From an optimization exercise on the open Yosys and OpenROAD flow, aimed at small area; shortcuts taken in it are not production practice. RTL that was checked went through simulation tests only; none was proved equivalent to the original. No functional check of the RTL was part of runs 1 to 3 and 5. The flow treats the clock pin as an ideal source, which a real chip does not have. Power figures rest on the tool's default switching activity, not on a simulated workload.

**design/flow/flow/run.sh**
```bash
#!/bin/bash
# Own layout flow: the standard layout (standard.sh), with
#  - a synthesis script (flow/synth.tcl) that maps all logic with ABC using
#    flow/area.abc, without extracting half/full adder cells; registers are
#    inferred and mapped exactly as in the standard synthesis;
#  - extra make settings from flow/make_args (one VAR=value per line).
# make's output goes to flow_make.log; ORFS writes each step's log under
# orfs/logs/.
set -euo pipefail
W=$PWD
sed "s#@FLOWDIR@#$W/flow#g" flow/synth.tcl > my_synth.tcl
sed "s#SYNTH_SCRIPT=[^ ]*#SYNTH_SCRIPT=$W/my_synth.tcl#" standard.sh > my_standard.sh
ARGS=()
if [[ -f flow/make_args ]]; then
  while IFS= read -r l; do
    [[ -z "$l" || "$l" == \#* ]] || ARGS+=("$l")
  done < flow/make_args
fi
bash my_standard.sh "${ARGS[@]}" finish > flow_make.log 2>&1
```
**design/flow/flow/area.abc**
```
strash
&get -n
&deepsyn -T 30
&put
&get -n
&dch -f
&nf -R 1000
&put
```
**design/flow/flow/make_args**
```
BUFFER_PORTS_ARGS=-buffer_cell sky130_fd_sc_hd__buf_1
MIN_BUF_CELL_AND_PORTS=sky130_fd_sc_hd__buf_1 A X
CTS_ARGS=-sink_clustering_enable -repair_clock_nets -dont_use_dummy_load -sink_clustering_size 30 -buf_list sky130_fd_sc_hd__clkbuf_8
```
**design/flow/flow/synth.tcl**
```tcl
# The standard synthesis script (synth_recipe.tcl), with two steps replaced:
# no extraction of half/full adder cells, and the final ABC mapping run
# with flow/area.abc instead of ORFS's speed script.
proc synth {args} { yosys synth -nofsm -noshare {*}$args }
proc extract_fa {args} { puts "extract_fa skipped" }
proc abc {args} {
  set i [lsearch -exact $args -script]
  if { $i >= 0 } {
    set args [lreplace $args $i [expr { $i + 1 }] -script @FLOWDIR@/area.abc]
  }
  yosys abc {*}$args
}
source $::env(SCRIPTS_DIR)/synth.tcl
# left out here: clear keep_hierarchy, flatten, clean up, hide names made inside functions, write 1_2_yosys.v
```
**design/flow/standard.sh**
```bash
#!/bin/bash
# synth_recipe.tcl (not shown) runs the flow's synth.tcl, then flattens the netlist and writes it again
# the make line also repeats each setting of config.mk as NAME=value (left out here)
make -C /OpenROAD-flow-scripts/flow DESIGN_CONFIG=/design/flow/config.mk WORK_HOME=/design/flow/orfs CLKGATE_MAP_FILE= SYNTH_SCRIPT=/design/flow/synth_recipe.tcl "${@:-finish}"
```
**design/flow/config.mk**
```make
export PLATFORM = sky130hd
export DESIGN_NAME = lab3_pixgen
export DESIGN_NICKNAME = lab3_pixgen
export VERILOG_FILES = /design/flow/design.v
export SDC_FILE = /design/flow/constraint.sdc
export NUM_CORES = 4
export LEC_CHECK = 0
export CAP_MARGIN = 20
export CORE_MARGIN = 2
export CORE_UTILIZATION = 70
export SLEW_MARGIN = 20
```
**design/flow/constraint.sdc**
```tcl
create_clock -name core_clock -period 5.0 [get_ports {clk}]
set_input_delay 1.0000 -clock core_clock [delete_from_list [all_inputs] [get_ports {clk}]]
set_output_delay 1.0000 -clock core_clock [all_outputs]
set_load 0.01 [all_outputs]
```
**design/flow/design.v**
```verilog
module lab3_pixgen(
    input         clk,
    input         rst,
    input  [5:0]  color,
    input         btn_left,
    input         btn_right,
    input         btn_up,
    input         btn_down,
    input         enc,
    input         vsync,
    input  [5:0]  fb_rdata,
    output        rdy,
    output        fb_we,
    output [16:0] fb_waddr,
    output [5:0]  fb_wdata,
    output [16:0] fb_raddr,
    output [15:0] rgb
);
reg  [9:0] cnt_l, cnt_r, cnt_u, cnt_d;
wire       left_pulse  = (cnt_l == 10'd100);
wire       right_pulse = (cnt_r == 10'd100);
wire       up_pulse    = (cnt_u == 10'd100);
wire       down_pulse  = (cnt_d == 10'd100);
always @(posedge clk) begin
    if (rst) begin
        cnt_l <= 10'd0;
        cnt_r <= 10'd0;
        cnt_u <= 10'd0;
        cnt_d <= 10'd0;
    end else begin
        cnt_l <= cnt_l + btn_left;
        cnt_r <= cnt_r + btn_right;
        cnt_u <= cnt_u + btn_up;
        cnt_d <= cnt_d + btn_down;
    end
end
reg  [8:0] x_min;
reg  [7:0] y_min;
wire x_inc = right_pulse & (x_min <= 9'd348);
wire x_dec = ~x_inc & left_pulse & (x_min != 9'd0);
wire y_inc = down_pulse & (y_min <= 8'd173);
wire y_dec = ~y_inc & up_pulse & (y_min != 8'd0);
always @(posedge clk) begin
    if (rst) begin
        x_min <= 9'd100;
        y_min <= 8'd100;
    end else begin
        x_min <= x_min + {{8{x_dec}}, x_inc | x_dec};
        y_min <= y_min + {{7{y_dec}}, y_inc | y_dec};
    end
end
reg [15:0] cc;
always @(posedge clk)
    if (rst)
        cc <= 16'd0;
    else
        cc <= cc + color[0];
reg  [8:0] px;
reg  [7:0] py;
reg        we;
reg        done;
reg  [5:0] data;
reg  [5:0] wdata;
reg  [12:0] Tw;
wire       x_wrap = (px == 9'd399);
wire       y_step = (px == 9'd0);
wire [8:0] x = (~we | x_wrap) ? 9'd0 : px + 9'd1;
wire       y_wrap = y_step & (py == 8'd224);
wire [7:0] y = (~we | y_wrap) ? 8'd0 : py + y_step;
wire [12:0] Twn = (~we | y_wrap) ? 13'd0 :
                  Tw + (x_wrap ? -13'd24 : y_step ? 13'd25 : {12'd0, &px[3:0]});
wire [8:0] dx = px - x_min;
wire [7:0] dy = py + ~y_min + y_step;
wire       in_rect = we & (dx < 9'd49) & (dy < 8'd49);
always @(posedge clk) begin
    px    <= x;
    py    <= y;
    Tw    <= Twn;
    we    <= ~rst;
    wdata <= data;
    if (rst) begin
        done <= 1'b0;
        data <= 6'b111111;
    end else begin
        if (we & (px == 9'd398) & (py == 8'd224))
            done <= 1'b1;
        data <= in_rect ? (color[0] ? cc[15:10] : color) : 6'd0;
    end
end
reg [10:0] PX;
reg [1:0]  Yl;
reg [12:0] T;
reg        z;
wire        X_wrap  = (PX == 11'd1599);
wire        Yl_wrap = X_wrap & (Yl == 2'd3);
wire        Y_wrap  = Yl_wrap & (T == 13'd5624);
wire        c16     = (PX[5:0] == 6'd63);
wire [10:0] X   = (z | X_wrap) ? 11'd0 : PX + 11'd1;
wire [1:0]  Yln = (z | Yl_wrap) ? 2'd0 : Yl + X_wrap;
wire [12:0] Tn  = (z | Y_wrap) ? 13'd0 : T + ((X_wrap & ~Yl_wrap) ? -13'd24 : {12'd0, c16});
always @(posedge clk) begin
    if (rst | vsync)
        z <= 1'b1;
    else if (enc) begin
        z  <= 1'b0;
        PX <= X;
        Yl <= Yln;
        T  <= Tn;
    end
end
assign rdy      = done;
assign fb_we    = we;
assign fb_waddr = {Tw, px[3:0]};
assign fb_wdata = wdata;
assign fb_raddr = {T, PX[5:2]};
assign rgb      = {fb_rdata[4], {2{fb_rdata[5:4]}}, {3{fb_rdata[3:2]}}, fb_rdata[0], {2{fb_rdata[1:0]}}};
endmodule
```
==> impl_metrics.yaml, run 1 <==
run_status:
  status: "complete, no violations"
power:
  ir_worst_vdd_mv: 0.194
  power_density_nw_per_um2: 299
  pwr-share-clk: 0.318
  internal_power_uw: 1570
  power.net_switching_uw: 477
  leakagePower_uw: 0.00254
  p_seq_frac: 0.611
  switching_share: 0.233
  combPwrFrac: 0.071
cts:
  cts_tree: "built"
  htreeDepth: 4
  cts_buffers: 17
  cts_resized: 0
  cts_setup_buffers: 0
  cts-root-buf: "clkbuf_8"
  ctsHoldBuffers: 0
  clock-sinks: 144
  clk_pin_slew_worst_paths_ns: 0.08
  clk_latency_ns: 0.43
  clock_path_buffers: 2
detailed_routing:
  dr.first_iter.drc_count: 222
  wl_per_cell_um: 14.3
  vias_per_cell: 6.19
  remaining_drc_errors: 0
  routed_wirelength_um: 12700
  detail-route-antenna-nets: 0
  firstDrtPassIters: 5
  vias: 5501
die:
  ioPinCount: 78
  core_um2: 8760
  die_h_um: 99.2
  start_util: 0.724
  dieWidth_um: 99.2
  rows: 34
  dieArea_um2: 9840
layout:
  layout-drive-gt1-share: 0.0282
  fill_cells: 636
  area_growth_pct: 8.14
  nNetsFinal: 802
  multi_input_area_um2: 3060
  fin_cells: 888
  fin_util: 0.783
  mostFrequentLayoutCells: "dfxtp_1 (118), a21oi_1 (107), nor2_1 (71)"
  n_antenna_cell: 0
  regArea_um2: 3140
  layout_commonest_cell: "dfxtp_1"
sta:
  timing.fmax_ghz: 0.270
  rsz0062_at_grt: "false"
  setup_viol: 0
  fin_ws_ns: 1.30
  min_period_over_period: 0.740
  min_period_ns: 3.70
  report.final.slew_viol_count: 0
  tightest_slew_ns: 0.916
  relSlewSlack: 0.381
  clock_skew_ns: 0.0303
  finalHoldViolCount: 0
  setup_tns_ns: 0
synthesis:
  async_flop_share: 0
  netlist_area_um2: 6340
  ys_seq_area_frac: 0.495
  synth_ff_type: "dfxtp_1"
  yosysWarnings: 1
  synth-edff-count: 26
  syn_inst: 728
  synth_seq_cells: 144
  synth_cell_types: 49
  postSynthAreaPerCell_um2: 8.72
  synth_fp_nets: 748
placed_design:
  place_ws_ns: 1.40
  io_buffers: 55
  gp_congestion: 0.843
  hpwl_um: 8980
  dp_cells: 871
grt:
  grt-ovfl-total: 0
  grt_max_degree: 26
  grt_pass1_wl_um: 21400
  track_usage: 0.263
  antenna_found_initial: 0
  grt_pass1_vias: 5026
worst_setup_path:
  cp.arrival_ns: 3.87
  critical_path_class: "flop to flop"
  cp.required_ns: 5.17
  path_max_fanout: 8
  start_kind: "flop"
  cp-end-kind: "flop"
worst_hold_path:
  min_path_type: "flop to flop"
flow_run:
  maxCapViolations: 0
[cell families (layout without fill, tap and decap cells)]
family          count (synthesis)  in the layout  synth area share
simple gates                  293            293             0.242
compound gates                231            231             0.209
flops                         144            144             0.495
buf+inv                        38             90            0.0225
xor+xnor                       20             20            0.0276
mux                             2              2           0.00316
[final cells by class]
| class | count | area share |
|---|---|---|
| multi-input combinational | 546 | 0.446 |
| inverter | 14 | 0.00766 |
| timing repair buffer | 59 | 0.0346 |
| tap | 108 | 0.0197 |
| clock buffer | 17 | 0.0341 |
| sequential | 144 | 0.458 |
[cells in the mapped netlist, drive strengths merged (8+ instances only)]
cell,number,area (um2)
nor2b,10,62.6
nand3,12,60.1
nor3,56,280
nor2,71,267
xor2,8,70.1
a21oi,107,536
nand2,35,131
o21ai,67,335
buf,24,90.1
xnor2,12,105
and2,22,138
clkinv,14,52.6
dfxtp,118,2360
o21a,16,120
and3,40,250
edfxtp,26,781
nand2b,10,62.6
[final timing paths]
check | endpoint | from | slack (ns) | cells past startpoint
hold / removal | wdata[5] | data[5] | 0.31 | 0
hold reg to reg | wdata[5] | data[5] | 0.31 | 0
setup reg to reg | T[12] | PX[0] | 1.30 | 14
setup / recovery | T[12] | PX[0] | 1.30 | 14
[routing by layer]
layer  GRT usage  vias to the layer above  routed length (um)  share of wire
li1            -                     2773                   -              -
met4      0.0917                        0                 146          0.012
met2       0.467                      151                6390           0.50
met1       0.318                     2557                5580           0.44
met3      0.0548                       20                 581          0.046
met5           0                        -                   0              0
[metrics by stage]
step | hold slack [ns] | total power (uW) | area [um2]
floorplan | 0.310 | 1380 | 6340
global placement | 0.310 | 1410 | 6630
detailed placement | 0.314 | 1420 | 6630
CTS | 0.311 | 2060 | 6860
global route | 0.323 | 2130 | 6860
finish | 0.314 | 2050 | 6860
[power by group through the flow]
stage	clock, uW	sequential (uW)	combinational (uW)
after floorplan	0	1280	97.4
after global placement	0	1270	138
after detailed placement	0	1280	145
after CTS	665	1250	146
after global routing	707	1260	162
final	652	1250	145
[sequential cells by signal (all words and copies together) (netlist names)]
signal  cells
data        6
cnt_d      10
cc         16
Tw         13
px          9
z           1
y_min       8
we          1
x_min       9
cnt_l      10
cnt_r      10
wdata       6
done        1
PX         11
cnt_u      10
py          8
T          13
Yl          2
[worst max-delay path, stage by stage (launching register included)]
cell	delay, ns
edfxtp_1	0.45
and3_1	0.26
and3_1	0.22
and2_0	0.28
and4_1	0.31
nand2_1	0.15
and3_1	0.26
and3_1	0.23
and2_0	0.25
and3_1	0.25
and3_1	0.19
nand3_1	0.10
mux2i_1	0.22
a21oi_1	0.11
o21a_1	0.15
==> run 2: changes to the inputs <==
--- a/design/flow/config.mk
+++ b/design/flow/config.mk
@@ -9,3 +9,4 @@
 export CORE_MARGIN = 2
-export CORE_UTILIZATION = 70
+export CORE_UTILIZATION = 60
+export GPL_TIMING_DRIVEN = 0
 export SLEW_MARGIN = 20
==> run 2 against run 1 <==
First-iteration DRC count grew 50%. Power grew 1.1%. Clock power grew 0.8%. Critical endpoint is now Tw[12].
==> impl_metrics.yaml, run 2 <==
power:
  ir_worst_vdd_mv: 0.199
  power_density_nw_per_um2: 293
  leakagePower_uw: 0.00260
detailed_routing:
  detail-route-antenna-nets: 0
  remaining_drc_errors: 0
  wl_per_cell_um: 13.6
  routed_wirelength_um: 13000
  vias_per_cell: 5.87
  vias: 5606
  firstDrtPassIters: 5
  dr.first_iter.drc_count: 332
worst_setup_path:
  reg2reg_to: "Tw[12]"
  cp-end-kind: "flop"
  crit_chain: "clkinv_1 > nor4_1 > nand2_1 > clkinv_1 > a21oi_1 > and3_1 > and2_0 > o211ai_1 > o21ai_0 > nor3_1 > nand2b_1 > nor2_1 > nor2_1 > a21oi_1 > nand3_1 > mux2i_1 > nor2_1 > a211oi_1"
  rr_startpoint: "px[2]"
  crit_start: "px[2]"
  path_max_fanout: 5
  ff2ff_path_depth: 18
  critical_path_class: "flop to flop"
  worst-path-buf-inv: 2
  cp.required_ns: 5.34
  start_kind: "flop"
  rrSetupSlack_ns: 1.22
  cpPeakStageDelay_ns: 0.50
  cpLargestDelayFamily: "simple AND/OR/NAND/NOR gates"
  cp.arrival_ns: 4.13
  crit_top_cell: "nor2_1"
  slowest_stage: "nor4_1"
cts:
  ctsHoldBuffers: 0
  clk_latency_ns: 0.42
  htreeDepth: 4
  clock_path_buffers: 2
  cts_resized: 0
  clk_pin_slew_worst_paths_ns: 0.08
  cts_buffers: 17
  clock-sinks: 144
  cts_tree: "built"
  cts_setup_buffers: 0
  cts-root-buf: "clkbuf_8"
die:
  rows: 37
  dieWidth_um: 107
  ioPinCount: 78
  dieArea_um2: 11400
  die_h_um: 107
  core_um2: 10300
  start_util: 0.617
synthesis:
  netlist_area_um2: 6340
  synth_seq_cells: 144
  ys_top_cells_by_area: "dfxtp_1 (37%), edfxtp_1 (12%), a21oi_1 (8.4%)"
  synth_top_area_cell: "dfxtp_1"
  synth_common_cells: "dfxtp_1 (118), a21oi_1 (107), nor2_1 (71)"
  synth_cell_types: 49
  netlist.area_leader.share: 0.372
  ys_seq_area_frac: 0.495
  synth.most_common_cell: "dfxtp_1"
  synth-edff-count: 26
  async_flop_share: 0
  postSynthAreaPerCell_um2: 8.72
  synth_fp_nets: 748
  syn_inst: 728
  yosysWarnings: 1
  synth_ff_type: "dfxtp_1"
layout:
  largest_reg_flops: 16
  mostFrequentLayoutCells: "dfxtp_1 (118), a21oi_1 (107), buf_1 (94)"
  layout-drive-gt1-share: 0.0269
  nNetsFinal: 841
  fill_cells: 864
  layout_commonest_cell: "dfxtp_1"
  regArea_um2: 3140
  largestRegisters: "cc: 16 flops, T: 13 flops, Tw: 13 flops"
  area_growth_pct: 11.6
  multi_input_area_um2: 3060
  regMostFlops: "cc"
  n_antenna_cell: 0
grt:
  grt-ovfl-total: 0
  grt_pass1_wl_um: 22000
  antenna_found_initial: 0
  track_usage: 0.236
  grt_pass1_vias: 5091
  grt_max_degree: 38
sta:
  min_period_ns: 3.78
  clock_skew_ns: 0.0204
  relSlewSlack: 0.323
  timing.fmax_ghz: 0.264
  setup_viol: 0
  finalHoldViolCount: 0
  report.final.slew_viol_count: 0
  tightest_slew_ns: 1.00
  rsz0062_at_grt: "false"
  hold_ws_ns: 0.325
  setup_tns_ns: 0
  min_period_over_period: 0.757
placed_design:
  io_buffers: 71
  gp_congestion: 0.815
  hpwl_um: 9050
worst_hold_path:
  hold_path_depth: 0
  hold-path-endpoint: "wdata[3]"
  hold_path.startpoint: "data[3]"
  min_path_type: "flop to flop"
flow_run:
  maxCapViolations: 0
run_status:
  status: "complete, no violations"
run 2: cell counts after synthesis:
No cell type changed its count.
run 2: where the power goes:
group          total (uW)  internal (uW)  switching (uW)
sequential           1250           1220            37.5
clock                 657            300             357
combinational         163           66.1            96.4
run 2: worst max path at each step:
stage,depth (start not counted),to,slack (ns)
floorplan,14,T[12],1.84
global placement,4,y_min[1],0.37
detailed placement,18,Tw[12],1.22
CTS,19,Tw[12],1.18
global route,19,Tw[12],0.62
finish,18,Tw[12],1.22
run 2: routing by layer:
metal | track usage | up-vias | routed length [um] | part of all wire
met2 | 0.412 | 127 | 6410 | 0.49
li1 | - | 2852 | - | -
met3 | 0.0511 | 7 | 557 | 0.043
met1 | 0.294 | 2620 | 5910 | 0.46
met5 | 0 | - | 0 | 0
met4 | 0.0686 | 0 | 84 | 0.0065
run 2: cells by family (layout without fill, tap and decap cells):
logic type / count (synthesis) / in the layout / synth area share
buf+inv: 38 / 129 / 0.0225
flops: 144 / 144 / 0.495
simple gates: 293 / 293 / 0.242
compound gates: 231 / 231 / 0.209
mux: 2 / 2 / 0.00316
xor+xnor: 20 / 20 / 0.0276
run 2: worst register-to-register path: stages, from the launching register on:
cell and delay, ns:
dfxtp_1 0.40, clkinv_1 0.15, nor4_1 0.50, nand2_1 0.20, clkinv_1 0.11, a21oi_1 0.06, and3_1 0.22, and2_0 0.24
o211ai_1 0.18, o21ai_0 0.21, nor3_1 0.31, nand2b_1 0.14, nor2_1 0.11, nor2_1 0.06, a21oi_1 0.25, nand3_1 0.14
mux2i_1 0.19, nor2_1 0.06, a211oi_1 0.20
run 2: area by class of cell:
cell class | instances | area share
inverters | 14 | 0.00742
plain buffers | 24 | 0.0127
flip-flops and latches | 144 | 0.444
clock buffers | 17 | 0.0331
multi-input cells | 546 | 0.433
repair buffers | 74 | 0.0461
well taps | 136 | 0.0240
run 2: stage by stage:
step	cells	area, um2	worst slack, ns	total power (uW)	util
after detailed placement	938	6850	1.22	1440	0.666
after global routing	955	7080	0.623	2160	0.689
final	955	7080	1.22	2070	0.689
after floorplan	728	6340	1.84	1380	-
after global placement	935	6780	0.375	1430	0.660
after CTS	955	7080	1.18	2090	0.689
==> run 3: changes to the inputs <==
--- a/design/flow/design.v
+++ b/design/flow/design.v
@@ -38,6 +38,19 @@
 reg  [7:0] y_min;
-wire x_inc = right_pulse & (x_min <= 9'd348);
+wire x_inc = right_pulse & (x_min != 9'd349);
 wire x_dec = ~x_inc & left_pulse & (x_min != 9'd0);
-wire y_inc = down_pulse & (y_min <= 8'd173);
+wire y_inc = down_pulse & (y_min != 8'd174);
 wire y_dec = ~y_inc & up_pulse & (y_min != 8'd0);
+wire [8:0] x_tog;
+wire [7:0] y_tog;
+assign x_tog[0] = x_inc | x_dec;
+assign y_tog[0] = y_inc | y_dec;
+genvar i;
+generate
+    for (i = 1; i < 9; i = i + 1) begin : g_xt
+        assign x_tog[i] = x_tog[i-1] & (x_min[i-1] ^ x_dec);
+    end
+    for (i = 1; i < 8; i = i + 1) begin : g_yt
+        assign y_tog[i] = y_tog[i-1] & (y_min[i-1] ^ y_dec);
+    end
+endgenerate
 always @(posedge clk) begin
@@ -47,4 +60,4 @@
     end else begin
-        x_min <= x_min + {{8{x_dec}}, x_inc | x_dec};
-        y_min <= y_min + {{7{y_dec}}, y_inc | y_dec};
+        x_min <= x_min ^ x_tog;
+        y_min <= y_min ^ y_tog;
     end
@@ -63,3 +76,2 @@
 reg  [5:0] wdata;
-reg  [12:0] Tw;
 wire       x_wrap = (px == 9'd399);
@@ -69,4 +81,2 @@
 wire [7:0] y = (~we | y_wrap) ? 8'd0 : py + y_step;
-wire [12:0] Twn = (~we | y_wrap) ? 13'd0 :
-                  Tw + (x_wrap ? -13'd24 : y_step ? 13'd25 : {12'd0, &px[3:0]});
 wire [8:0] dx = px - x_min;
@@ -77,3 +87,2 @@
     py    <= y;
-    Tw    <= Twn;
     we    <= ~rst;
@@ -93,2 +102,3 @@
 reg        z;
+wire        en      = enc & ~vsync & ~rst;
 wire        X_wrap  = (PX == 11'd1599);
@@ -97,14 +107,8 @@
 wire        c16     = (PX[5:0] == 6'd63);
-wire [10:0] X   = (z | X_wrap) ? 11'd0 : PX + 11'd1;
-wire [1:0]  Yln = (z | Yl_wrap) ? 2'd0 : Yl + X_wrap;
-wire [12:0] Tn  = (z | Y_wrap) ? 13'd0 : T + ((X_wrap & ~Yl_wrap) ? -13'd24 : {12'd0, c16});
 always @(posedge clk) begin
-    if (rst | vsync)
-        z <= 1'b1;
-    else if (enc) begin
-        z  <= 1'b0;
-        PX <= X;
-        Yl <= Yln;
-        T  <= Tn;
-    end
+    z  <= rst | vsync | (z & ~enc);
+    PX <= (en & (z | X_wrap)) ? 11'd0 : PX + en;
+    Yl <= (en & (z | Yl_wrap)) ? 2'd0 : Yl + (en & X_wrap);
+    T  <= (en & (z | Y_wrap)) ? 13'd0 :
+          T + (~en ? 13'd0 : (X_wrap & ~Yl_wrap) ? -13'd24 : {12'd0, c16});
 end
@@ -112,3 +116,3 @@
 assign fb_we    = we;
-assign fb_waddr = {Tw, px[3:0]};
+assign fb_waddr = {{py, 4'b0} + {py, 3'b0} + py + px[8:4], px[3:0]};
 assign fb_wdata = wdata;
--- a/design/flow/config.mk
+++ b/design/flow/config.mk
@@ -9,4 +9,3 @@
 export CORE_MARGIN = 2
-export CORE_UTILIZATION = 60
-export GPL_TIMING_DRIVEN = 0
+export CORE_UTILIZATION = 40
 export SLEW_MARGIN = 20
==> run 3 against run 2 <==
Clock power down 3.5%. Largest cell class is now multi-input combinational cells. Wire length up 0.15%. First-iteration DRC count down 21%. Highest routed layer unchanged.
==> impl_metrics.yaml, run 3 <==
worst_setup_path:
  cp.arrival_ns: 3.79
  cp-end-kind: "output pin"
  start_kind: "flop"
  cp.required_ns: 4.00
  critical_path_class: "flop to output pin"
  path_max_fanout: 8
sta:
  rsz0062_at_grt: "true"
  timing.fmax_ghz: 0.209
  tightest_slew_ns: 0.879
  finalHoldViolCount: 0
  min_period_over_period: 0.958
  report.final.slew_viol_count: 0
  fin_ws_ns: 0.209
  hold_ws_ns: 0.332
  clock_skew_ns: 0.0291
  min_period_ns: 4.79
  relSlewSlack: 0.408
  setup_viol: 0
cts:
  cts_tree: "built"
  clk_latency_ns: 0.44
  htreeDepth: 4
  cts-root-buf: "clkbuf_8"
  clock-sinks: 131
  clock_path_buffers: 2
  clk_pin_slew_worst_paths_ns: 0.08
  ctsHoldBuffers: 0
  cts_buffers: 17
detailed_routing:
  detail-route-antenna-nets: 0
  routed_wirelength_um: 13000
  vias: 5322
  vias_per_cell: 5.40
  remaining_drc_errors: 0
  firstDrtPassIters: 5
  wl_per_cell_um: 13.2
  dr.first_iter.drc_count: 261
synthesis:
  synth_fa_ha_area_frac: 0.00168
  synth-edff-count: 0
  syn_inst: 741
  netlist.area_leader.share: 0.441
  synth.most_common_cell: "dfxtp_1"
  synth_fp_nets: 761
  synth_ff_type: "dfxtp_1"
  yosysWarnings: 1
  synth_xor_area_frac: 0.0634
  synth_compound_area_frac: 0.189
  synth_common_cells: "dfxtp_1 (131), a21oi_1 (91), nor2_1 (74)"
  synth_cell_types: 45
  synth_seq_cells: 131
  synth_top_area_cell: "dfxtp_1"
  ys_top_cells_by_area: "dfxtp_1 (44%), a21oi_1 (7.7%), o21ai_0 (5.8%)"
  synth.mux.area_fraction: 0.00168
  synth_top_family_by_area: "simple AND/OR/NAND/NOR gates"
  postSynthAreaPerCell_um2: 8.02
  netlist_area_um2: 5940
  synthSimpleGateAreaFrac: 0.274
  async_flop_share: 0
  ys_seq_area_frac: 0.441
layout:
  mostFrequentLayoutCells: "dfxtp_1 (129), a21oi_1 (88), nor2_1 (72)"
  area_growth_pct: 13.0
  layout-drive-gt1-share: 0.0637
  regMostFlops: "cc"
  largest_reg_flops: 16
  final_area_um2: 6720
  layout_commonest_cell: "dfxtp_1"
  fill_cells: 1429
  n_antenna_cell: 0
  largestRegisters: "cc: 16 flops, T: 13 flops, PX: 11 flops"
  nNetsFinal: 823
flow_run:
  maxCapViolations: 0
placed_design:
  place_ws_ns: 0.144
  hpwl_um: 9150
  io_buffers: 54
  gp_congestion: 0.848
  place_area_um2: 6330
power:
  pwr-share-clk: 0.345
  power_density_nw_per_um2: 274
  leakagePower_uw: 0.00252
  power.net_switching_uw: 423
  combPwrFrac: 0.066
  switching_share: 0.230
  ir_worst_vdd_mv: 0.138
  p_seq_frac: 0.589
  internal_power_uw: 1410
die:
  dieWidth_um: 126
  start_util: 0.409
  dieArea_um2: 15800
  core_um2: 14500
  die_h_um: 126
  rows: 44
  ioPinCount: 78
grt:
  grt_max_degree: 42
  grt_pass1_wl_um: 21900
  antenna_found_initial: 0
  grt_pass1_vias: 4946
  grt-ovfl-total: 0
  track_usage: 0.165
run_status:
  status: "complete, no violations"
worst_hold_path:
  min_path_type: "flop to flop"
## run 3: cell types whose count changed in the layout (fill, tap and decap cells not counted), sizes merged, moves of 8 or more
| cell | before | now |
|---|---|---|
| nand2 | 35 | 54 |
| xor2 | 8 | 16 |
| dfxtp | 118 | 131 |
| a21oi | 107 | 91 |
| buf | 98 | 65 |
| xnor2 | 12 | 27 |
| edfxtp | 26 | 0 |
## run 3: worst paths after layout
check / startpoint / to / slack (ns) / cells after the start
worst min-delay path: data[5] / wdata[5] / 0.33 / 0
worst max-delay path: px[5] / fb_waddr[14] / 0.21 / 19
worst min register to register: data[5] / wdata[5] / 0.33 / 0
worst max register to register: PX[0] / T[12] / 1.33 / 17
## run 3: timing repair
action / CTS / global route
gates resized for setup: 6 / 18
cloned: 0 / 0
endpoints found under the setup margin: 3 / 3
buffers inserted: 2 / 5
pin swaps: 3 / 4
## run 3: critical path, cell delays in order, from the launching register on
cell,delay (ns)
dfxtp_1,0.32
buf_4,0.16
nor2_1,0.13
a21oi_2,0.05
nor2b_1,0.14
a21oi_2,0.23
nand2_2,0.10
nand3_2,0.11
o21ai_2,0.08
o311ai_2,0.26
and3_1,0.25
nor2_2,0.06
maj3_2,0.32
nor2_1,0.13
a41oi_2,0.07
and3_4,0.24
or3_1,0.35
nand2_1,0.10
xnor2_1,0.11
clkbuf_2,0.14
## run 3: power groups by stage
stage / clock network (uW) / logic (uW) / registers [uW]
final: 634 / 122 / 1080
after global routing: 707 / 136 / 1080
after CTS: 662 / 113 / 1080
after detailed placement: 0 / 109 / 1100
after global placement: 0 / 106 / 1100
after floorplan: 0 / 74.5 / 1110
## run 3: cells by family after synthesis
| logic type | after synthesis |
|---|---|
| AOI/OAI and AO/OA | 201 |
| xor gates and xnor gates | 43 |
| adders and majority gates | 1 |
| buffers and inverters | 44 |
| DFF | 131 |
| muxes | 1 |
| other | 1 |
| and+or+nand+nor | 319 |
## run 3: layer usage
metal  global-route usage  routed length [um]  share of wire  vias up
met5                    0                   0              0        -
met4               0.0588                 184          0.014        0
met3               0.0412                 559          0.043       19
met2                0.275                6200           0.48      114
met1                0.207                6030           0.46     2442
li1                     -                   -              -     2747
## run 3: final cells by class
cell class,instances,area (um2),share of cell area
clock buffers,17,234,0.0348
inverters,19,71.3,0.0106
multi-input cells,566,3220,0.480
repair buffers,68,332,0.0494
flip-flops and latches,131,2630,0.391
well taps,184,230,0.0343
## run 3: metrics by stage
step           power (uW)  std cells  setup TNS, ns   util
3_3_place_gp         1210        960              0  0.435
2_1_floorplan        1180        741              0      -
5_1_grt              1930        985         -0.179  0.462
4_1_cts              1860        979              0  0.453
3_5_place_dp         1210        960              0  0.435
6_report             1840        985              0  0.462
==> run 4: changes to the inputs <==
--- a/design/flow/design.v
+++ b/design/flow/design.v
@@ -76,2 +76,3 @@
 reg  [5:0] wdata;
+reg  [12:0] Tw;
 wire       x_wrap = (px == 9'd399);
@@ -81,2 +82,4 @@
 wire [7:0] y = (~we | y_wrap) ? 8'd0 : py + y_step;
+wire [12:0] Twn = (~we | y_wrap) ? 13'd0 :
+                  Tw + (x_wrap ? -13'd24 : y_step ? 13'd25 : {12'd0, &px[3:0]});
 wire [8:0] dx = px - x_min;
@@ -87,2 +90,3 @@
     py    <= y;
+    Tw    <= Twn;
     we    <= ~rst;
@@ -116,3 +120,3 @@
 assign fb_we    = we;
-assign fb_waddr = {{py, 4'b0} + {py, 3'b0} + py + px[8:4], px[3:0]};
+assign fb_waddr = {Tw, px[3:0]};
 assign fb_wdata = wdata;
==> run 4 against run 3 <==
Still clean. Sequential power up 12%. Cell area down 1.4%. Combinational power down 11%. Critical path depth unchanged.
==> impl_metrics.yaml, run 4 <==
run_status:
  status: "complete, no violations"
detailed_routing:
  wl_per_cell_um: 12.9
  routed_wirelength_um: 12400
  remaining_drc_errors: 0
  vias_per_cell: 5.40
  detail-route-antenna-nets: 0
  firstDrtPassIters: 4
  dr.first_iter.drc_count: 269
  vias: 5198
sta:
  report.final.slew_viol_count: 0
  min_period_over_period: 0.823
  min_period_ns: 4.11
  finalHoldViolCount: 0
  timing.fmax_ghz: 0.243
  setup_viol: 0
  setup_tns_ns: 0
  clock_skew_ns: 0.0207
  tightest_slew_ns: 0.776
  rsz0062_at_grt: "false"
  relSlewSlack: 0.478
layout:
  layout-drive-gt1-share: 0.0283
  fin_util: 0.454
  multi_input_area_um2: 3000
  largestRegisters: "cc: 16 flops, T: 13 flops, Tw: 13 flops"
  layout_commonest_cell: "dfxtp_1"
  regArea_um2: 2880
  mostFrequentLayoutCells: "dfxtp_1 (144), a21oi_1 (100), nor2_1 (78)"
  area_growth_pct: 10.0
  final_area_um2: 6620
  nNetsFinal: 800
  n_antenna_cell: 0
  fill_cells: 1444
  regMostFlops: "cc"
  largest_reg_flops: 16
die:
  core_um2: 14600
  die_h_um: 127
  rows: 44
  dieArea_um2: 16000
  dieWidth_um: 127
  start_util: 0.412
  ioPinCount: 78
cts:
  clk_pin_slew_worst_paths_ns: 0.07
  clock_path_buffers: 2
  cts_buffers: 17
  cts_setup_buffers: 0
  cts-root-buf: "clkbuf_8"
  ctsHoldBuffers: 0
  cts_resized: 0
  clock-sinks: 144
  cts_tree: "built"
  htreeDepth: 4
  clk_latency_ns: 0.43
grt:
  grt_max_degree: 42
  track_usage: 0.159
  grt_pass1_wl_um: 21200
  grt_pass1_vias: 4834
  antenna_found_initial: 1
  grt-ovfl-total: 0
worst_setup_path:
  critical_path_class: "input pin to flop"
  cp.required_ns: 5.35
  path_max_fanout: 7
  cp.arrival_ns: 4.46
  cp-end-kind: "flop"
  start_kind: "input pin"
synthesis:
  netlist.area_leader.share: 0.479
  synth_top_area_cell: "dfxtp_1"
  postSynthAreaPerCell_um2: 8.27
  synth_ff_type: "dfxtp_1"
  synth-edff-count: 0
  async_flop_share: 0
  synth_seq_cells: 144
  netlist_area_um2: 6020
  synth.most_common_cell: "dfxtp_1"
  synth_cell_types: 42
  yosysWarnings: 1
  syn_inst: 728
  ys_seq_area_frac: 0.479
  synth_fp_nets: 748
  ys_top_cells_by_area: "dfxtp_1 (48%), a21oi_1 (8.3%), o21ai_0 (5.4%)"
  synth_common_cells: "dfxtp_1 (144), a21oi_1 (100), nor2_1 (78)"
placed_design:
  place_area_um2: 6380
  hpwl_um: 8660
  gp_congestion: 0.797
  io_buffers: 55
flow_run:
  maxCapViolations: 0
power:
  ir_worst_vdd_mv: 0.175
  leakagePower_uw: 0.00251
  power_density_nw_per_um2: 299
worst_hold_path:
  min_path_type: "flop to flop"
==> run 4: cell count changes in the layout (fill, tap and decap cells not counted), moves of 6 or more <==
| cell | delta |
|---|---|
| buf_4 | -11 |
| clkinv_1 | -6 |
| nand2_1 | -10 |
| nor2_1 | +6 |
| and3_1 | +7 |
| dfxtp_1 | +15 |
| nor3_1 | +6 |
| a21oi_1 | +12 |
| nand2b_1 | -6 |
| xnor2_1 | -12 |
==> run 4: final timing paths <==
| check | endpoint | start | slack [ns] | cells after the start |
|---|---|---|---|---|
| max | T[12] | rst | 0.89 | 19 |
| min | wdata[0] | data[0] | 0.32 | 0 |
| max reg2reg | T[12] | PX[0] | 1.53 | 17 |
| min reg2reg | wdata[0] | data[0] | 0.32 | 0 |
==> run 4: through the flow <==
stage	hold WS, ns	instances	total power (uW)	worst slack (ns)
after floorplan	0.310	728	1310	1.04
after global placement	0.311	945	1340	0.600
after detailed placement	0.313	945	1340	0.470
after CTS	0.322	962	2020	0.925
after global routing	0.335	962	2080	0.416
final	0.319	962	1980	0.886
==> run 4: final cells by class <==
cell class                      instances  area share
Multi-Input combinational cell        546       0.453
Sequential cell                       144       0.435
Clock buffer                           17      0.0353
Tap cell                              184      0.0348
Timing Repair Buffer                   57      0.0336
Inverter                               14     0.00794
==> run 4: power by group <==
| group | switching, uW | internal [uW] |
|---|---|---|
| clock network | 366 | 299 |
| logic | 66.3 | 42.2 |
| registers | 29.9 | 1180 |
==> run 4: cell families (layout without fill, tap and decap cells) <==
logic type      Yosys count  after routing  share of synthesized area
compound gates          200            200                      0.182
simple gates            315            315                      0.269
buf+inv                  38             88                     0.0237
mux                       3              3                    0.00499
xor+xnor                 28             28                     0.0408
flops                   144            144                      0.479
==> run 4: per-layer routing <==
metal / up-vias / part of all wire / GRT usage
met5: - / 0.00097 / 0
met4: 2 / 0.015 / 0.0543
met3: 20 / 0.044 / 0.0540
met2: 81 / 0.46 / 0.262
met1: 2395 / 0.48 / 0.193
li1: 2700 / - / -
==> run 4: critical path: stages <==
cell      delay, ns
clkbuf_2       0.09
nor2_1         0.25
and3_1         0.24
and2_0         0.24
and3_1         0.23
and3_1         0.29
a21oi_1        0.11
and3_1         0.23
nand2_1        0.17
and3_1         0.22
and2_0         0.23
nand4_1        0.24
nor2_1         0.15
a21oi_1        0.09
nor2b_1        0.15
o21ai_0        0.13
nor2_1         0.17
nor2_1         0.06
a211oi_1       0.19
==> run 5: changes to the inputs <==
--- a/design/flow/design.v
+++ b/design/flow/design.v
@@ -19,6 +19,10 @@
 reg  [9:0] cnt_l, cnt_r, cnt_u, cnt_d;
-wire       left_pulse  = (cnt_l == 10'd100);
-wire       right_pulse = (cnt_r == 10'd100);
-wire       up_pulse    = (cnt_u == 10'd100);
-wire       down_pulse  = (cnt_d == 10'd100);
+function [9:0] db_next;
+    input [9:0] c;
+    db_next = {c[8:0], c[9] ^ c[6] ^ (c[8:0] == 9'd0)};
+endfunction
+wire       left_pulse  = (cnt_l == 10'd778);
+wire       right_pulse = (cnt_r == 10'd778);
+wire       up_pulse    = (cnt_u == 10'd778);
+wire       down_pulse  = (cnt_d == 10'd778);
 always @(posedge clk) begin
@@ -30,6 +34,6 @@
     end else begin
-        cnt_l <= cnt_l + btn_left;
-        cnt_r <= cnt_r + btn_right;
-        cnt_u <= cnt_u + btn_up;
-        cnt_d <= cnt_d + btn_down;
+        if (btn_left)  cnt_l <= db_next(cnt_l);
+        if (btn_right) cnt_r <= db_next(cnt_r);
+        if (btn_up)    cnt_u <= db_next(cnt_u);
+        if (btn_down)  cnt_d <= db_next(cnt_d);
     end
==> run 5 against run 4 <==
Still clean. Fmax increased by 0.20%. Core utilization fell by 0.15 points. Global-route usage shrank 0.29 points. Power fell by 0.60%. Die area down 0.75%. Sequential share of layout area is 0.31 points higher. Hold slack better by 0.0024 ns. Wire length down 2.5%. Synthesized cell count decreased by 5.1%. Via count is 4.3% lower. Largest power group unchanged.
==> impl_metrics.yaml, run 5 <==
worst_setup_path:
  crit_top_cell: "and3_1"
  start_kind: "input pin"
  cp.arrival_ns: 4.45
  cp-end-kind: "flop"
  cpLargestDelayFamily: "simple AND/OR/NAND/NOR gates"
  crit_chain: "buf_1 > nor2_1 > and3_1 > and2_0 > and3_1 > and3_1 > a21oi_1 > and3_1 > nand2_1 > and3_1 > and3_1 > and3_1 > nand3_1 > a21oi_1 > and2_0 > a21oi_1 > a311oi_1"
  path_max_fanout: 8
  cpPeakStageDelay_ns: 0.32
  critical_path_class: "input pin to flop"
  cp.required_ns: 5.35
  slowest_stage: "and3_1"
  worst-path-buf-inv: 1
layout:
  fin_util: 0.452
  mostFrequentLayoutCells: "dfxtp_1 (144), nor2_1 (81), a21oi_1 (65)"
  nNetsFinal: 764
  largest_reg_flops: 16
  layout-drive-gt1-share: 0.0270
  area_growth_pct: 10.1
  largestRegisters: "cc: 16 flops, T: 13 flops, Tw: 13 flops"
  layout_commonest_cell: "dfxtp_1"
  regMostFlops: "cc"
  n_antenna_cell: 0
  fin_cells: 926
sta:
  finalHoldViolCount: 0
  hold_ws_ns: 0.321
  report.final.slew_viol_count: 0
  clock_skew_ns: 0.0290
  relSlewSlack: 0.446
  setup_tns_ns: 0
  tightest_slew_ns: 0.820
  timing.fmax_ghz: 0.244
  rsz0062_at_grt: "false"
  setup_viol: 0
  min_period_over_period: 0.821
  min_period_ns: 4.11
detailed_routing:
  detail-route-antenna-nets: 0
  firstDrtPassIters: 4
  wl_per_cell_um: 13.0
  remaining_drc_errors: 0
  routed_wirelength_um: 12100
  dr.first_iter.drc_count: 187
  vias_per_cell: 5.37
  vias: 4975
synthesis:
  async_flop_share: 0
  synth-edff-count: 0
  synth_ff_type: "dfxtp_1"
  netlist.area_leader.share: 0.483
  syn_inst: 691
  synth_top_area_cell: "dfxtp_1"
  yosysWarnings: 1
  ys_top_cells_by_area: "dfxtp_1 (48%), a21oi_1 (5.4%), a22o_1 (5.3%)"
  synth_cell_types: 47
  synth.most_common_cell: "dfxtp_1"
  ys_seq_area_frac: 0.483
  postSynthAreaPerCell_um2: 8.64
  synth_seq_cells: 144
  synth_common_cells: "dfxtp_1 (144), nor2_1 (81), a21oi_1 (65)"
  synth_fp_nets: 711
  netlist_area_um2: 5970
worst_hold_path:
  min_path_type: "flop to flop"
power:
  power_density_nw_per_um2: 300
  ir_worst_vdd_mv: 0.149
  leakagePower_uw: 0.00257
  p_total_uw: 1970
die:
  dieArea_um2: 15900
  ioPinCount: 78
  dieWidth_um: 126
  die_h_um: 126
  start_util: 0.411
  rows: 44
  core_um2: 14500
placed_design:
  gp_congestion: 0.828
  dp_cells: 909
  hpwl_um: 8560
  io_buffers: 55
cts:
  cts_buffers: 17
  clk_pin_slew_worst_paths_ns: 0.07
  clock-sinks: 144
  ctsHoldBuffers: 0
  clk_latency_ns: 0.44
  cts_tree: "built"
  cts_resized: 0
  cts-root-buf: "clkbuf_8"
  htreeDepth: 4
  cts_setup_buffers: 0
  clock_path_buffers: 2
grt:
  antenna_found_initial: 0
  grt_max_degree: 32
  grt-ovfl-total: 0
  track_usage: 0.156
  gr-max-usage-layer: "met2"
  grtUsageMet3: 0.0429
  use_met1: 0.193
  use_met2: 0.254
  grt_pass1_vias: 4630
  grt_pass1_wl_um: 20800
flow_run:
  maxCapViolations: 0
run_status:
  status: "complete, no violations"
[run 5: changes by cell type in the layout (fill, tap and decap cells not counted), moves of 7 or more]
cell      previous run  this run
a22o_1               0        36
a21oi_1            100        65
and3_1              44        25
o21ai_0             64        45
nor3_1              57        41
clkinv_1            13        24
and2_0              24        17
xnor2_1             15        22
[run 5: kinds of logic (layout without fill, tap and decap cells)]
kind of cell	Yosys count	count (layout)	share of synthesized area
simple gates	267	267	0.221
compound gates	195	195	0.211
flops	144	144	0.483
buf+inv	48	99	0.0302
xor+xnor	35	35	0.0513
fa+ha+maj	1	1	0.00168
mux	1	1	0.00168
[run 5: power breakdown]
| group | switching, uW | internal [uW] |
|---|---|---|
| Clock | 351 | 299 |
| Combinational | 70.1 | 44.9 |
| Sequential | 26.4 | 1180 |
| Total | 448 | 1520 |
[run 5: final timing paths]
kind	from	end	slack, ns	cells past startpoint
max	rst	T[12]	0.89	17
min	data[3]	wdata[3]	0.32	0
max reg2reg	px[3]	Tw[12]	1.16	18
min reg2reg	data[3]	wdata[3]	0.32	0
[run 5: worst register-to-register path: stages (launching register included)]
cell and delay [ns]:
dfxtp_1 0.45, nand4_1 0.11, nor4_1 0.38, nand2_1 0.21
clkinv_1 0.13, nor2_1 0.06, and2_0 0.21, and3_1 0.27
o21ai_0 0.29, nor2_1 0.07, nor2_1 0.12, nand2_1 0.10
nor3_1 0.25, nor3b_1 0.29, and2_0 0.19, nand2b_1 0.15
a21boi_0 0.29, o21bai_1 0.09, a21oi_1 0.11
[run 5: layout make-up]
class | count | area, um2
fillers | 1433 | 7960
multi-input cells | 499 | 2910
flip-flops and latches | 144 | 2880
clock buffers | 17 | 234
well taps | 184 | 230
repair buffers | 58 | 229
inverters | 24 | 90.1
[run 5: per-layer routing]
metal / wire [um] / part of all wire
met5: 0 / 0
met2: 5630 / 0.47
met3: 454 / 0.038
met1: 5790 / 0.48
met4: 177 / 0.015
[run 5: per-stage QoR]
stage | setup WS (ns) | cell area, um2
floorplan | 1.01 | 5970
global placement | 0.668 | 6340
detailed placement | 0.469 | 6340
CTS | 0.953 | 6570
global route | 0.502 | 6570
finish | 0.894 | 6570
==> run 6: changes to the inputs <==
--- a/design/flow/design.v
+++ b/design/flow/design.v
@@ -42,5 +42,5 @@
 reg  [7:0] y_min;
-wire x_inc = right_pulse & (x_min != 9'd349);
+wire x_inc = right_pulse & ~(x_min[8] & x_min[6] & (&x_min[4:2]) & x_min[0]);    
 wire x_dec = ~x_inc & left_pulse & (x_min != 9'd0);
-wire y_inc = down_pulse & (y_min != 8'd174);
+wire y_inc = down_pulse & ~(y_min[7] & y_min[5] & (&y_min[3:1]));                
 wire y_dec = ~y_inc & up_pulse & (y_min != 8'd0);
@@ -81,6 +81,6 @@
 reg  [12:0] Tw;
-wire       x_wrap = (px == 9'd399);
+wire       x_wrap = px[8] & px[7] & (&px[3:0]);                
 wire       y_step = (px == 9'd0);
 wire [8:0] x = (~we | x_wrap) ? 9'd0 : px + 9'd1;
-wire       y_wrap = y_step & (py == 8'd224);
+wire       y_wrap = y_step & (&py[7:5]);                        
 wire [7:0] y = (~we | y_wrap) ? 8'd0 : py + y_step;
@@ -101,3 +101,3 @@
     end else begin
-        if (we & (px == 9'd398) & (py == 8'd224))
+        if (we & px[8] & px[7] & (&px[3:1]) & ~px[0] & (&py[7:5]))    
             done <= 1'b1;
@@ -111,6 +111,6 @@
 wire        en      = enc & ~vsync & ~rst;
-wire        X_wrap  = (PX == 11'd1599);
+wire        c16     = &PX[5:0];
+wire        X_wrap  = PX[10] & PX[9] & c16;                     
 wire        Yl_wrap = X_wrap & (Yl == 2'd3);
-wire        Y_wrap  = Yl_wrap & (T == 13'd5624);
-wire        c16     = (PX[5:0] == 6'd63);
+wire        Y_wrap  = Yl_wrap & T[12] & T[10] & (&T[8:5]);      
 always @(posedge clk) begin
==> design/flow/flow/area.abc (replaced) <==
strash
&get -n
&deepsyn -I 3 -J 200
&put
&get -n
&dch -f
&nf -R 1000
&put
==> run 6 against run 5 <==
Still clean. Wire length decreased by 4.5%. Sequential cell count unchanged. Synthesized cell count decreased by 3.2%.
==> impl_metrics.yaml, run 6 <==
die:
  core_um2: 14400
  die_h_um: 125
  dieWidth_um: 125
  rows: 44
  dieArea_um2: 15500
  ioPinCount: 78
  start_util: 0.405
detailed_routing:
  vias_per_cell: 5.37
  wl_per_cell_um: 12.7
  firstDrtPassIters: 6
  vias: 4853
  remaining_drc_errors: 0
  detail-route-antenna-nets: 0
  routed_wirelength_um: 11500
  dr.first_iter.drc_count: 229
sta:
  tightest_slew_ns: 0.637
  min_period_ns: 4.57
  min_period_over_period: 0.914
  relSlewSlack: 0.575
  rsz0062_at_grt: "false"
  setup_viol: 0
  setup_tns_ns: 0
  clock_skew_ns: 0.0247
  timing.fmax_ghz: 0.219
  finalHoldViolCount: 0
  report.final.slew_viol_count: 0
synthesis:
  ys_top_cells_by_area: "dfxtp_1 (50%), a21oi_1 (6.2%), a22o_1 (5.4%)"
  synth_compound_area_frac: 0.227
  netlist.area_leader.share: 0.495
  synth_common_cells: "dfxtp_1 (144), a21oi_1 (72), nor2_1 (68)"
  synth.mux.area_fraction: 0
  yosysWarnings: 1
  synth_cell_types: 42
  synth_fp_nets: 689
  netlist_area_um2: 5820
  synthSimpleGateAreaFrac: 0.215
  synth_ff_type: "dfxtp_1"
  synth_xor_area_frac: 0.0316
  async_flop_share: 0
  synth-edff-count: 0
  synth_top_area_cell: "dfxtp_1"
  synth_top_family_by_area: "compound AO/OA/AOI/OAI gates"
  postSynthAreaPerCell_um2: 8.70
  synth_fa_ha_area_frac: 0
  syn_inst: 669
  synth.most_common_cell: "dfxtp_1"
  ys_seq_area_frac: 0.495
  synth_seq_cells: 144
cts:
  cts_tree: "built"
  cts_resized: 0
  clock_path_buffers: 2
  ctsHoldBuffers: 0
  cts_setup_buffers: 0
  clock-sinks: 144
  htreeDepth: 4
  cts-root-buf: "clkbuf_8"
  clk_pin_slew_worst_paths_ns: 0.08
  cts_buffers: 17
  clk_latency_ns: 0.44
worst_setup_path:
  rrSetupSlack_ns: 1.11
  path_max_fanout: 6
  ff2ff_path_depth: 19
  start_kind: "input pin"
  rr_startpoint: "PX[0]"
  crit_end: "T[12]"
  cp-end-kind: "flop"
  crit_start: "rst"
  reg2reg_to: "T[12]"
  critical_path_class: "input pin to flop"
  cp.required_ns: 5.39
  cp.arrival_ns: 4.96
power:
  power.net_switching_uw: 461
  switching_share: 0.232
  leakagePower_uw: 0.00243
  combPwrFrac: 0.061
  p_seq_frac: 0.606
  ir_worst_vdd_mv: 0.159
  internal_power_uw: 1520
  power_density_nw_per_um2: 309
  pwr-share-clk: 0.334
grt:
  antenna_found_initial: 0
  grt-ovfl-total: 0
  grt_pass1_vias: 4357
  grt_pass1_wl_um: 19600
  grt_max_degree: 34
  track_usage: 0.151
worst_hold_path:
  min_path_type: "flop to flop"
  hold_path_depth: 0
layout:
  mostFrequentLayoutCells: "dfxtp_1 (144), a21oi_1 (72), nor2_1 (68)"
  layout_commonest_cell: "dfxtp_1"
  regMostFlops: "cc"
  area_growth_pct: 10.4
  largest_reg_flops: 16
  multi_input_area_um2: 2760
  largestRegisters: "cc: 16 flops, T: 13 flops, Tw: 13 flops"
  nNetsFinal: 742
  n_antenna_cell: 0
  final_area_um2: 6420
  layout-drive-gt1-share: 0.0278
  regArea_um2: 2880
  fill_cells: 1417
  fin_cells: 904
placed_design:
  hpwl_um: 8120
  io_buffers: 55
  dp_cells: 887
  place_area_um2: 6190
  gp_congestion: 0.798
run_status:
  status: "complete, no violations"
flow_run:
  maxCapViolations: 0
run 6: power groups by stage:
| stage | Combinational, uW | Clock [uW] | Sequential, uW |
|---|---|---|---|
| 2_1_floorplan | 89.1 | 0 | 1230 |
| 3_3_place_gp | 118 | 0 | 1230 |
| 3_5_place_dp | 121 | 0 | 1230 |
| 4_1_cts | 122 | 690 | 1200 |
| 5_1_grt | 138 | 728 | 1210 |
| 6_report | 121 | 662 | 1200 |
run 6: routing by layer:
layer / up-vias / global-route usage / wire length [um]
met1: 2239 / 0.193 / 5610
met5: - / 0 / 0
met4: 0 / 0.0740 / 284
met2: 70 / 0.239 / 5110
li1: 2511 / - / -
met3: 33 / 0.0387 / 515
run 6: per-stage QoR:
stage	total power, uW	utilization	hold WS, ns	setup WS (ns)
detailed placement	1350	0.431	0.315	0.00546
floorplan	1320	-	0.310	0.399
CTS	2010	0.447	0.324	0.447
finish	1990	0.447	0.322	0.428
global placement	1340	0.431	0.315	0.149
global route	2070	0.447	0.333	0.0185
run 6: area by class of cell:
cell class | instances | share of cell area
Sequential cell | 144 | 0.449
Multi-Input combinational cell | 478 | 0.430
Clock buffer | 17 | 0.0364
Tap cell | 184 | 0.0358
Timing Repair Buffer | 58 | 0.0357
Inverter | 23 | 0.0134
run 6: logic make-up after synthesis:
group	after synthesis
AO/OA/AOI/OAI	206
XOR/XNOR	21
buffers and inverters	47
flip-flops	144
AND/OR/NAND/NOR	251
run 6: worst min-delay path by stage:
stage          endpoint  slack (ns)    start
6_report       wdata[1]        0.32  data[1]
5_1_grt        wdata[3]        0.33  data[3]
4_1_cts        wdata[3]        0.32  data[3]
3_5_place_dp   wdata[5]        0.31  data[5]
3_3_place_gp   wdata[3]        0.31  data[3]
2_1_floorplan  wdata[0]        0.31  data[0]
run 6: critical path: stages:
cell	delay (ns)
buf_1	0.15
nor2_1	0.26
and3_1	0.24
and2_0	0.24
and3_1	0.24
and3_1	0.29
nand3_1	0.17
a21oi_1	0.19
nor2b_1	0.08
and2_0	0.21
and3_1	0.24
o21a_1	0.20
nand2_1	0.13
and3b_1	0.21
nor2b_1	0.18
nand2_1	0.10
or3_1	0.34
nor2_1	0.09
o21ai_0	0.10
a21oi_1	0.16
o21a_1	0.13
==> run 7: changes to the inputs <==
--- a/design/flow/flow/run.sh
+++ b/design/flow/flow/run.sh
@@ -5,3 +5,4 @@
 #    inferred and mapped exactly as in the standard synthesis;
-#  - extra make settings from flow/make_args (one VAR=value per line).
+#  - extra make settings from flow/make_args (one VAR=value per line;
+#    @FLOWDIR@ stands for this flow folder).
 # make's output goes to flow_make.log; ORFS writes each step's log under
@@ -15,3 +16,3 @@
   while IFS= read -r l; do
-    [[ -z "$l" || "$l" == \#* ]] || ARGS+=("$l")
+    [[ -z "$l" || "$l" == \#* ]] || ARGS+=("${l//@FLOWDIR@/$W/flow}")
   done < flow/make_args
==> design/flow/flow/make_args (replaced) <==
BUFFER_PORTS_ARGS=-buffer_cell sky130_fd_sc_hd__buf_1
MIN_BUF_CELL_AND_PORTS=sky130_fd_sc_hd__buf_1 A X
CTS_ARGS=-sink_clustering_enable -repair_clock_nets -dont_use_dummy_load -sink_clustering_size 30 -root_buf sky130_fd_sc_hd__clkbuf_16 -buf_list sky130_fd_sc_hd__clkbuf_4
POST_CTS_TCL=@FLOWDIR@/post_cts.tcl
==> design/flow/flow/post_cts.tcl (new file) <==
estimate_parasitics -placement
set block [ord::get_db_block]
set up 0
foreach inst [$block getInsts] {
  if {[[$inst getMaster] getName] ne "sky130_fd_sc_hd__clkbuf_4"} { continue }
  set net [[$inst findITerm X] getNet]
  if {$net eq "NULL"} { continue }
  set mx 0
  foreach it [$net getITerms] {
    if {[$it isInputSignal]} {
      set s [get_property [get_pins "[[$it getInst] getName]/[[$it getMTerm] getName]"] slew_max]
      if {$s > $mx} { set mx $s }
    }
  }
  if {$mx > 0.095} {
    replace_cell [get_cells [$inst getName]] sky130_fd_sc_hd__clkbuf_8
    incr up
  }
  puts "post_cts: [$inst getName] max clock pin slew $mx"
}
puts "post_cts: upsized $up leaf buffers"
if {$up > 0} {
  detailed_placement
  check_placement -verbose
  estimate_parasitics -placement
}
--- a/design/flow/config.mk
+++ b/design/flow/config.mk
@@ -9,3 +9,3 @@
 export CORE_MARGIN = 2
-export CORE_UTILIZATION = 40
+export CORE_UTILIZATION = 70
 export SLEW_MARGIN = 20
==> run 7 against run 6 <==
Synthesized cell count unchanged. Sequential share of layout area grew 1.0 points. Die area decreased by 42%. Clock skew is 0.0019 ns higher. Still clean on timing, DRC and antenna. Hold slack worse by 0.018 ns. Power is 4.5% lower. Sequential cell count is the same. Clock-buffer cell count stayed put. Wire length decreased by 4.9%. Register-to-register slack about the same. First-iteration DRC count shrank 10%. Sequential power hardly changed.
==> impl_metrics.yaml, run 7 <==
cts:
  cts_tree: "built"
  clk_pin_slew_worst_paths_ns: 0.09
  clk_latency_ns: 0.35
  clock-sinks: 144
placed_design:
  io_buffers: 55
  hpwl_um: 7720
  dp_cells: 808
  gp_congestion: 0.858
  place_ws_ns: -0.0561
synthesis:
  syn_inst: 669
  synth_ff_type: "dfxtp_1"
  async_flop_share: 0
  synth_common_cells: "dfxtp_1 (144), a21oi_1 (72), nor2_1 (68)"
  synth.most_common_cell: "dfxtp_1"
  netlist.area_leader.share: 0.495
  synth-edff-count: 0
  synth_top_area_cell: "dfxtp_1"
  ys_top_cells_by_area: "dfxtp_1 (50%), a21oi_1 (6.2%), a22o_1 (5.4%)"
  synth_fp_nets: 689
  postSynthAreaPerCell_um2: 8.70
  synth_cell_types: 42
  netlist_area_um2: 5820
  yosysWarnings: 1
  ys_seq_area_frac: 0.495
  synth_seq_cells: 144
grt:
  grt_pass1_vias: 4259
  antenna_found_initial: 0
  use_met1: 0.311
  track_usage: 0.250
  gr-max-usage-layer: "met2"
  grtUsageMet3: 0.0672
  use_met2: 0.431
  grt_pass1_wl_um: 18200
  grt-ovfl-total: 0
  grt_max_degree: 34
power:
  combPwrFrac: 0.064
  power.net_switching_uw: 425
  pwr-share-clk: 0.302
  switching_share: 0.224
  ir_worst_vdd_mv: 0.191
  internal_power_uw: 1470
  power_density_nw_per_um2: 302
  p_total_uw: 1900
  leakagePower_uw: 0.00241
  p_seq_frac: 0.634
sta:
  min_period_ns: 4.65
  min_period_over_period: 0.930
  finalHoldViolCount: 0
  setup_tns_ns: 0
  setup_viol: 0
  timing.fmax_ghz: 0.215
  rsz0062_at_grt: "false"
  fin_ws_ns: 0.350
  report.final.slew_viol_count: 0
  relSlewSlack: 0.573
  clock_skew_ns: 0.0266
  tightest_slew_ns: 0.639
layout:
  fin_cells: 825
  largestRegisters: "cc: 16 flops, T: 13 flops, Tw: 13 flops"
  n_antenna_cell: 0
  layout-drive-gt1-share: 0.0306
  mostFrequentLayoutCells: "dfxtp_1 (144), a21oi_1 (72), nor2_1 (67)"
  nNetsFinal: 742
  multi_input_area_um2: 2760
  regArea_um2: 2880
  layout_commonest_cell: "dfxtp_1"
  largest_reg_flops: 16
  fill_cells: 608
  area_growth_pct: 7.96
  regMostFlops: "cc"
detailed_routing:
  detail-route-antenna-nets: 0
  dr.first_iter.drc_count: 205
  routed_wirelength_um: 10900
  vias_per_cell: 5.96
  firstDrtPassIters: 4
  remaining_drc_errors: 0
  vias: 4914
  wl_per_cell_um: 13.3
die:
  rows: 33
  start_util: 0.715
  core_um2: 8130
  dieArea_um2: 9060
  die_h_um: 95.2
  ioPinCount: 78
  dieWidth_um: 95.2
worst_setup_path:
  cp-end-kind: "flop"
  critical_path_class: "input pin to flop"
  path_max_fanout: 6
  start_kind: "input pin"
  cp.arrival_ns: 4.93
  cp.required_ns: 5.28
flow_run:
  maxCapViolations: 0
worst_hold_path:
  min_path_type: "flop to flop"
run_status:
  status: "complete, no violations"
[run 7: cell counts after synthesis]
No cell type changed its count.
[run 7: logic make-up after synthesis]
kind of cell,synth area share
simple gates,0.215
compound gates,0.227
xor+xnor,0.0316
buf+inv,0.0303
flops,0.495
[run 7: critical path, stage by stage]
cell	delay, ns
buf_1	0.17
nor2_2	0.22
and3_1	0.23
and2_1	0.22
and3_1	0.24
and3_2	0.26
nand3_1	0.14
a21oi_1	0.20
nor2b_1	0.08
and2_0	0.22
and3_1	0.24
o21a_1	0.21
nand2_1	0.15
and3b_1	0.23
nor2b_1	0.19
nand2_1	0.10
or3_1	0.34
nor2_1	0.09
o21ai_0	0.10
a21oi_1	0.16
o21a_1	0.13
[run 7: power by group through the flow]
stage	Sequential, uW	Clock, uW	Combinational, uW
floorplan	1230	0	89.1
global placement	1230	0	115
detailed placement	1230	0	120
global route	1210	645	138
finish	1200	572	121
[run 7: final cells by class]
cell class              instances  area share
flip-flops and latches        144       0.459
inverters                      23      0.0137
multi-input cells             478       0.440
clock buffers                  17      0.0301
well taps                     105      0.0209
repair buffers                 58      0.0364
[run 7: worst paths after layout]
path	startpoint	endpoint	slack, ns	depth (start not counted)
worst max-delay path	rst	T[12]	0.35	21
worst min-delay path	data[5]	wdata[5]	0.30	0
worst max register to register	PX[0]	T[12]	1.10	19
worst min register to register	data[5]	wdata[5]	0.30	0
[run 7: through the flow]
step / area (um2) / hold slack [ns] / util
global placement: 6090 / 0.313 / 0.749
detailed placement: 6090 / 0.315 / 0.749
global route: 6280 / 0.310 / 0.772
finish: 6280 / 0.305 / 0.772
floorplan: 5820 / 0.310 / -
[run 7: layer usage]
layer	wire length, um	part of all wire	up-vias
li1	-	-	2510
met3	418	0.038	11
met1	4980	0.45	2299
met5	0	0	-
met2	5470	0.50	94
met4	84	0.0077	0
==> run 8: changes to the inputs <==
--- a/design/flow/config.mk
+++ b/design/flow/config.mk
@@ -9,3 +9,3 @@
 export CORE_MARGIN = 2
-export CORE_UTILIZATION = 70
+export CORE_UTILIZATION = 40
 export SLEW_MARGIN = 20
==> run 8 against run 7 <==
Still clean. Sequential share of layout area shrank 0.80 points. Area after synthesis is the same. Hold slack gained 0.017 ns. Core utilization shrank 33 points. First-iteration DRC count grew 6.3%. Power grew 2.3%. Synthesized cell count is the same. Cell area grew 1.8%. Clock skew grew 0.0016 ns. Critical path type unchanged.
==> impl_metrics.yaml, run 8 <==
run_status:
  status: "complete, no violations"
grt:
  grt_max_degree: 34
  track_usage: 0.151
  grt_pass1_wl_um: 19600
  antenna_found_initial: 0
  grt_pass1_vias: 4357
  grt-ovfl-total: 0
sta:
  min_period_ns: 4.59
  rsz0062_at_grt: "false"
  report.final.slew_viol_count: 0
  setup_tns_ns: 0
  setup_viol: 0
  clock_skew_ns: 0.0282
  finalHoldViolCount: 0
  relSlewSlack: 0.580
  tightest_slew_ns: 0.629
  timing.fmax_ghz: 0.218
  min_period_over_period: 0.918
synthesis:
  synth_ff_type: "dfxtp_1"
  synth_cell_types: 42
  synth_top_area_cell: "dfxtp_1"
  yosysWarnings: 1
  async_flop_share: 0
  synth_common_cells: "dfxtp_1 (144), a21oi_1 (72), nor2_1 (68)"
  postSynthAreaPerCell_um2: 8.70
  netlist.area_leader.share: 0.495
  synth.most_common_cell: "dfxtp_1"
  netlist_area_um2: 5820
  syn_inst: 669
  synth_fp_nets: 689
  ys_top_cells_by_area: "dfxtp_1 (50%), a21oi_1 (6.2%), a22o_1 (5.4%)"
  ys_seq_area_frac: 0.495
  synth_seq_cells: 144
  synth-edff-count: 0
worst_setup_path:
  cp.required_ns: 5.30
  critical_path_class: "input pin to flop"
  path_max_fanout: 6
  crit_start: "rst"
  rr_startpoint: "PX[0]"
  cp.arrival_ns: 4.89
  start_kind: "input pin"
  cp-end-kind: "flop"
layout:
  layout_commonest_cell: "dfxtp_1"
  regMostFlops: "cc"
  fin_util: 0.445
  layout-drive-gt1-share: 0.0306
  area_growth_pct: 9.87
  largest_reg_flops: 16
  n_antenna_cell: 0
  mostFrequentLayoutCells: "dfxtp_1 (144), a21oi_1 (72), nor2_1 (67)"
  largestRegisters: "cc: 16 flops, T: 13 flops, Tw: 13 flops"
  nNetsFinal: 742
detailed_routing:
  vias: 4845
  firstDrtPassIters: 5
  vias_per_cell: 5.36
  wl_per_cell_um: 12.8
  remaining_drc_errors: 0
  routed_wirelength_um: 11500
  dr.first_iter.drc_count: 218
  detail-route-antenna-nets: 0
flow_run:
  maxCapViolations: 0
cts:
  clock-sinks: 144
  clk_pin_slew_worst_paths_ns: 0.08
  clk_latency_ns: 0.37
  cts_tree: "built"
die:
  die_h_um: 125
  start_util: 0.405
  rows: 44
  dieWidth_um: 125
  dieArea_um2: 15500
  ioPinCount: 78
  core_um2: 14400
placed_design:
  gp_congestion: 0.798
  io_buffers: 55
  hpwl_um: 8120
power:
  ir_worst_vdd_mv: 0.171
  power_density_nw_per_um2: 303
  p_total_uw: 1940
  leakagePower_uw: 0.00241
worst_hold_path:
  min_path_type: "flop to flop"
  hold_path.startpoint: "data[1]"
[run 8: cell counts after synthesis]
Identical to the previous run, type by type.
[run 8: cells by family (layout without fill, tap and decap cells)]
logic type / count (synthesis) / after routing / synth area share
xor+xnor: 21 / 21 / 0.0316
simple gates: 251 / 251 / 0.215
flops: 144 / 144 / 0.495
buf+inv: 47 / 98 / 0.0303
compound gates: 206 / 206 / 0.227
[run 8: critical path, stage by stage]
cell	delay (ns)
buf_1	0.17
nor2_2	0.22
and3_1	0.22
and2_0	0.24
and3_1	0.24
and3_2	0.26
nand3_1	0.16
a21oi_1	0.19
nor2b_1	0.08
and2_0	0.21
and3_1	0.24
o21a_1	0.20
nand2_1	0.13
and3b_1	0.21
nor2b_1	0.18
nand2_1	0.10
or3_1	0.34
nor2_1	0.09
o21ai_0	0.10
a21oi_1	0.16
o21a_1	0.13
[run 8: power by group]
| part | internal [uW] | switching, uW | total, uW |
|---|---|---|---|
| sequential | 1180 | 24.4 | 1200 |
| clock | 262 | 354 | 616 |
| combinational | 47.9 | 73.2 | 121 |
| total | 1490 | 451 | 1940 |
[run 8: routing by layer]
layer	part of all wire	track usage
met5	0	0
met4	0.020	0.0595
met3	0.043	0.0464
met2	0.44	0.238
met1	0.49	0.194
[run 8: worst paths after layout]
check | slack, ns | cells after the start | endpoint
max | 0.41 | 21 | T[12]
max reg2reg | 1.15 | 19 | T[12]
min reg2reg | 0.32 | 0 | wdata[1]
min | 0.32 | 0 | wdata[1]
[run 8: per-stage QoR]
stage               instance area [um2]  setup slack, ns  hold slack, ns  std cells
floorplan                          5820            0.399           0.310        669
global placement                   6190            0.149           0.315        887
detailed placement                 6190          0.00546           0.315        887
global route                       6390           0.0548           0.332        904
finish                             6390            0.411           0.322        904
[run 8: layout make-up]
class	count	area, um2
Clock buffer	17	201
Multi-Input combinational cell	478	2760
Timing Repair Buffer	58	229
Sequential cell	144	2880
Fill cell	1412	7980
Tap cell	184	230
Inverter	23	86.3

static timing again, ports no longer ideal:
The results above use ideal ports. As a check the final layouts listed here were re-extracted and re-timed, cells and wires unchanged. Step 1: set_driving_cell puts a clkbuf_16 on clk and a buf_2 on each other input, an assumption about the parent block. Step 2 also shifts input and output timing later by t, the mid clock arrival at the registers, as if the neighbouring blocks saw the same clock. Slacks: ideal / step 1 / step 2; pairs: ideal / step 1.
run | t (ns) | setup WS [ns] | worst setup path at the end
run 1 | 0.452 | 1.302 / 1.302 / 1.302 | register to register
run 2 | 0.450 | 1.217 / 1.217 / 1.217 | register to register
run 3 | 0.456 | 0.209 / 0.175 / 0.254 | input to register
run 4 | 0.462 | 0.886 / 0.867 / 0.405 | input to register
run 5 | 0.458 | 0.894 / 0.907 / 0.449 | input to register
run 6 | 0.467 | 0.428 / 0.441 / -0.025 | input to register
run 7 | 0.372 | 0.350 / 0.368 / -0.004 | input to register
run 8 | 0.394 | 0.411 / 0.428 / 0.033 | input to register
Met with ideal ports but missed after step 2: setup timing in run 6 and run 7. The setup slack of run 4, which loses most, moves by -0.019 ns with the drivers and by -0.481 ns with both steps.
